Context: an optimization exercise on an open-source flow, tuned for small area. The choices shown serve that exercise and are no tape-out recipe.
Only simulation tests tie the RTL to the original design; equivalence was not proved.
The flow treats the clock pin as an ideal source. Dropping or thinning the clock tree relies on that and would not hold on a real chip.
No activity file was given, so power comes from the tool's default toggle rates.

== main ==
Design rc_receiver, start of the top module:
module rc_receiver (
  input  iCLK,        
  input  iRESETn,     
  input  rf_in,       
  output led,         
  output servo_pwm,   
  output esc_pwm      
);
==> module rc_receiver, before the edit <==
module rc_receiver (
  input  iCLK,        
  input  iRESETn,     
  input  rf_in,       
  output led,         
  output servo_pwm,   
  output esc_pwm      
);
localparam [7:0] DEF = 8'h64;
localparam [12:0] T0 = 13'h0800;     
localparam [12:0] TH = 13'h0036;     
localparam [8:0]  L0 = 9'd124;     
wire rst = ~iRESETn;
reg [12:0] tc;         
reg        in_prev;
reg [8:0]  lc;         
reg [3:0]  b;          
reg [2:0]  n;          
reg [7:0]  d2, d3;     
reg        err;        
reg        cy;         
reg        m;          
reg        m64;        
reg        ld;         
reg [7:0]  servo_val, esc_val;
reg        led_r;
wire [15:0] dd = {d3, d2};
wire samp  = &{~tc[11], tc[10], ~tc[9], ~tc[8], ~tc[7], ~tc[6], ~tc[5], ~tc[4], ~tc[3], ~tc[2], ~tc[1], ~tc[0]};                   
wire l300  = &{lc[8], ~lc[7], ~lc[6], ~lc[5], ~lc[4], ~lc[3], ~lc[2], ~lc[1], ~lc[0]};                   
wire idle  = &{~lc[8], ~lc[7], ~lc[6], ~lc[5], ~lc[4], ~lc[3], ~lc[2], ~lc[0]};                   
wire esat  = &{~dd[13], ~dd[12], dd[11], ~dd[10], dd[9], ~dd[8], ~dd[6], dd[5], dd[3], dd[1], ~dd[0]};                   
wire fail  = rf_in & idle & (cy | esat);          
wire enter = rf_in & ~idle & l300;                
wire idle_new = rf_in & (idle | l300);
wire act   = samp & ~idle_new;                    
wire count = samp & rf_in & idle & ~fail;         
wire sum_bit  = d2[0] ^ d3[0] ^ cy;
wire b0 = ~|b;                                    
wire b9 = b[3] & b[0];                            
wire k64      = b[1] & (b[2] | b[0]);             
wire data_bit = ~b0 & ~b9;
wire n01 = ~n[2] & ~n[1];                         
wire n2  = n[1] & ~n[0];
wire n3  = n[1] & n[0];
wire n4  = n[2];
wire stop = act & b9;
wire e9   = err | ~rf_in;                         
wire fend = stop & n4;
wire ok   = ~(e9 ? m64 : m);
wire set64_all = rst | samp & (fail | enter) | (fend & ~ok);
wire set64_2 = set64_all | (stop & e9 & n2);
wire set64_3 = set64_all | (stop & e9 & n3);
wire sh2 = act & data_bit & (n2 | n4);
wire sh3 = act & data_bit & (n3 | n4);
always @(posedge iCLK) begin
  if (rst) begin
    tc <= T0;
    lc <= L0;
    b <= 4'd0;
    n <= 3'd0;
    ld <= 1'b1;
    led_r <= 1'b0;
  end else begin
    ld <= samp & (fail | fend);
    if (!samp) begin
      tc <= (~rf_in & in_prev & idle) ? TH : {tc[11:0], ~(tc[12] ^ tc[5])};
      in_prev <= rf_in;
    end else begin
      tc <= {tc[11:0], tc[12] ^ tc[5]};
      lc <= rf_in ? {lc[7:0], lc[8] ^ lc[1] ^ l300} : L0;
      if (idle_new) begin
        b <= 4'd0;
        n <= 3'd0;
      end else begin
        b <= b9 ? 4'd0 : b + 4'd1;
        if (b9) n <= n4 ? 3'd0 : n + 3'd1;
      end
      if (fend & ok) led_r <= ~led_r;
    end
  end
end
always @(posedge iCLK) begin
  if (ld) begin
    servo_val <= d2;
    esc_val <= d3;
  end
  if (samp & idle_new) cy <= fail;
  if (set64_2) d2 <= DEF;
  else if (count) d2 <= {d3[0], d2[7:1]};
  else if (sh2) d2 <= {n4 ? d2[0] : rf_in, d2[7:1]};
  if (set64_3) d3 <= DEF;
  else if (count) d3 <= {d2[0] ^ d2[3], d3[7:1]};
  else if (sh3) d3 <= {n4 ? d3[0] : rf_in, d3[7:1]};
  if (act) begin
    if (b0) err <= rf_in;
    if (n01) begin
      if (b0) m <= (n[0] & m) | rf_in;
      else m <= m | ~rf_in;
    end
    if (n4) begin
      if (b0) begin
        cy <= 1'b0; m64 <= m;
      end else if (data_bit) begin
        cy <= (d2[0] & d3[0]) | (cy & (d2[0] ^ d3[0]));
        m <= m | (sum_bit ^ rf_in);
        m64 <= m64 | (sum_bit ^ k64);
      end
    end
  end
end
assign led = led_r & iRESETn;
YS_PWM pwm(.clk(iCLK), .rstn(iRESETn), .val_a(servo_val), .val_b(esc_val),
           .out_a(servo_pwm), .out_b(esc_pwm));
endmodule
Settings: LEC_CHECK=0, CAP_MARGIN=20, CORE_MARGIN=2, CORE_UTILIZATION=40, GPL_TIMING_DRIVEN=0, SLEW_MARGIN=20; clock period 20.8 ns.
standard.sh (not shown) runs the stock make flow with config.mk's settings and CLKGATE_MAP_FILE= SYNTH_SCRIPT=/design/flow/synth_recipe.tcl, a recipe that flattens the netlist after the stock synthesis.
==> flow/flow/run.sh <==
#!/bin/bash
# Layout flow: the standard layout (standard.sh, ORFS from synthesis to
# the final layout) with these changes:
#  - synthesis maps the combinational logic with area-oriented ABC scripts
#    (flow/abc_scripts.txt, through flow/synth.tcl, keeping the smallest
#    result) and leaves adders to ABC instead of mapping them to the library's
#    adder cells (ADDER_MAP_FILE empty); neither step touches the registers,
#    which stay the standard synthesis's;
#  - the input and output ports get buf_1 buffers;
#  - the clock tree is rebuilt after CTS by flow/clock_tree.tcl: a few large
#    leaf buffers driven from the clock port, one level for every flip-flop.
# Each tool's output goes to ORFS's logs under orfs/logs/; make's own output
# goes to flow.log in the work folder.
set -euo pipefail
W=$(pwd)
export MY_ABC_SCRIPTS="$W/flow/abc_scripts.txt"
export FLOW_SYNTH_TCL="$W/synth_recipe.tcl"
export MY_CLK_LEAVES=3
export MY_CLK_BUF=sky130_fd_sc_hd__clkbuf_16
bash standard.sh SYNTH_SCRIPT="$W/flow/synth.tcl" ADDER_MAP_FILE= \
  BUFFER_PORTS_ARGS="-inputs -outputs -buffer_cell sky130_fd_sc_hd__buf_1" \
  CTS_ARGS="-sink_clustering_enable -repair_clock_nets -dont_use_dummy_load -buf_list sky130_fd_sc_hd__clkbuf_8" \
  POST_CTS_TCL="$W/flow/clock_tree.tcl" \
  finish > "$W/flow.log" 2>&1
Other scripts of this flow, unchanged in this note and not shown: flow/flow/abc_scripts.txt, flow/flow/clock_tree.tcl, flow/flow/synth.tcl
Input-level comparison between the feature branch and main:
diff --git a/flow/design.v b/flow/design.v
--- a/flow/design.v
+++ b/flow/design.v
@@ -33,29 +33,30 @@
   output esc_pwm      
 );
 localparam [7:0] DEF = 8'h64;
 localparam [12:0] T0 = 13'h0800;     
 localparam [12:0] TH = 13'h0036;     
-localparam [8:0]  L0 = 9'd124;     
+localparam [8:0]  L0 = 9'd19;     
 wire rst = ~iRESETn;
 reg [12:0] tc;         
 reg        in_prev;
 reg [8:0]  lc;         
+reg        idle;       
 reg [3:0]  b;          
 reg [2:0]  n;          
 reg [7:0]  d2, d3;     
 reg        err;        
+reg        bad;        
 reg        cy;         
 reg        m;          
 reg        m64;        
 reg        ld;         
 reg [7:0]  servo_val, esc_val;
 reg        led_r;
 wire [15:0] dd = {d3, d2};
 wire samp  = &{~tc[11], tc[10], ~tc[9], ~tc[8], ~tc[7], ~tc[6], ~tc[5], ~tc[4], ~tc[3], ~tc[2], ~tc[1], ~tc[0]};                   
-wire l300  = &{lc[8], ~lc[7], ~lc[6], ~lc[5], ~lc[4], ~lc[3], ~lc[2], ~lc[1], ~lc[0]};                   
-wire idle  = &{~lc[8], ~lc[7], ~lc[6], ~lc[5], ~lc[4], ~lc[3], ~lc[2], ~lc[0]};                   
+wire l300  = &{~lc[7], ~lc[5], ~lc[4], ~lc[3], ~lc[2], ~lc[0]};                   
 wire esat  = &{~dd[13], ~dd[12], dd[11], ~dd[10], dd[9], ~dd[8], ~dd[6], dd[5], dd[3], dd[1], ~dd[0]};                   
 wire fail  = rf_in & idle & (cy | esat);          
 wire enter = rf_in & ~idle & l300;                
 wire idle_new = rf_in & (idle | l300);
 wire act   = samp & ~idle_new;                    
@@ -70,20 +71,21 @@
 wire n3  = n[1] & n[0];
 wire n4  = n[2];
 wire stop = act & b9;
 wire e9   = err | ~rf_in;                         
 wire fend = stop & n4;
-wire ok   = ~(e9 ? m64 : m);
+wire ok   = ~bad & ~(e9 ? m64 : m);
 wire set64_all = rst | samp & (fail | enter) | (fend & ~ok);
 wire set64_2 = set64_all | (stop & e9 & n2);
 wire set64_3 = set64_all | (stop & e9 & n3);
 wire sh2 = act & data_bit & (n2 | n4);
 wire sh3 = act & data_bit & (n3 | n4);
 always @(posedge iCLK) begin
   if (rst) begin
     tc <= T0;
     lc <= L0;
+    idle <= 1'b0;
     b <= 4'd0;
     n <= 3'd0;
     ld <= 1'b1;
     led_r <= 1'b0;
   end else begin
@@ -91,11 +93,12 @@
     if (!samp) begin
       tc <= (~rf_in & in_prev & idle) ? TH : {tc[11:0], ~(tc[12] ^ tc[5])};
       in_prev <= rf_in;
     end else begin
       tc <= {tc[11:0], tc[12] ^ tc[5]};
-      lc <= rf_in ? {lc[7:0], lc[8] ^ lc[1] ^ l300} : L0;
+      lc <= rf_in ? {lc[7:0], lc[8] ^ lc[1]} : L0;
+      idle <= idle_new;
       if (idle_new) begin
         b <= 4'd0;
         n <= 3'd0;
       end else begin
         b <= b9 ? 4'd0 : b + 4'd1;
@@ -118,16 +121,16 @@
   else if (count) d3 <= {d2[0] ^ d2[3], d3[7:1]};
   else if (sh3) d3 <= {n4 ? d3[0] : rf_in, d3[7:1]};
   if (act) begin
     if (b0) err <= rf_in;
     if (n01) begin
-      if (b0) m <= (n[0] & m) | rf_in;
-      else m <= m | ~rf_in;
+      if (b0) bad <= (n[0] & bad) | rf_in;
+      else bad <= bad | ~rf_in;
     end
     if (n4) begin
       if (b0) begin
-        cy <= 1'b0; m64 <= m;
+        cy <= 1'b0; m <= 1'b0; m64 <= 1'b0;
       end else if (data_bit) begin
         cy <= (d2[0] & d3[0]) | (cy & (d2[0] ^ d3[0]));
         m <= m | (sum_bit ^ rf_in);
         m64 <= m64 | (sum_bit ^ k64);
       end
==> comparison <==
Detailed-route via count went up by a few percent going from main to the feature branch. Status: critical path buffer and inverter count parity (the feature branch, main). Compared to main, the feature branch was floorplanned on a bigger die. Compared with main, the feature branch shows post-layout instance area that has gone up slightly. Hold slack for the feature branch: 0.012 ns up relative to main. For total grt overflow, main and the feature branch come out practically identical. Re proportion of power drawn by combinational gates: the feature branch is 1.6 points up on main.
No run of this note takes its clock network from TritonCTS; it comes from the design's own scripts or RTL.

==> afterwards: timing with drivers on the ports <==
How much do the figures lean on ideal ports? The routed layouts below were timed once more, with nothing changed but the port constraints. Step 1 assumes that a clkbuf_16 drives the clock port and a buf_2 every other input. Step 2 moves the port delays by t, midway between the first and last clock arrival at a register: inputs arrive t later, outputs are due t later. That takes back most of the time a late clock gives input paths. Three values: ideal, step 1, step 2; two values: the first two.
| run | t, ns | setup slack, ns | worst setup path after step 2 | latest minus earliest clock arrival (ns) | cell pins on the clock port's net |
|---|---|---|---|---|---|
| main | 0.229 | 10.640 / 10.616 / 10.616 | input to output | 0.010 / 0.010 | 3 |
| the feature branch | 0.230 | 10.193 / 10.167 / 10.167 | input to output | 0.007 / 0.008 | 3 |
After both steps setup and hold are still met in every run listed. For the feature branch, which loses most, drivers alone change the setup slack by -0.026 ns; drivers and shift together by -0.026 ns.
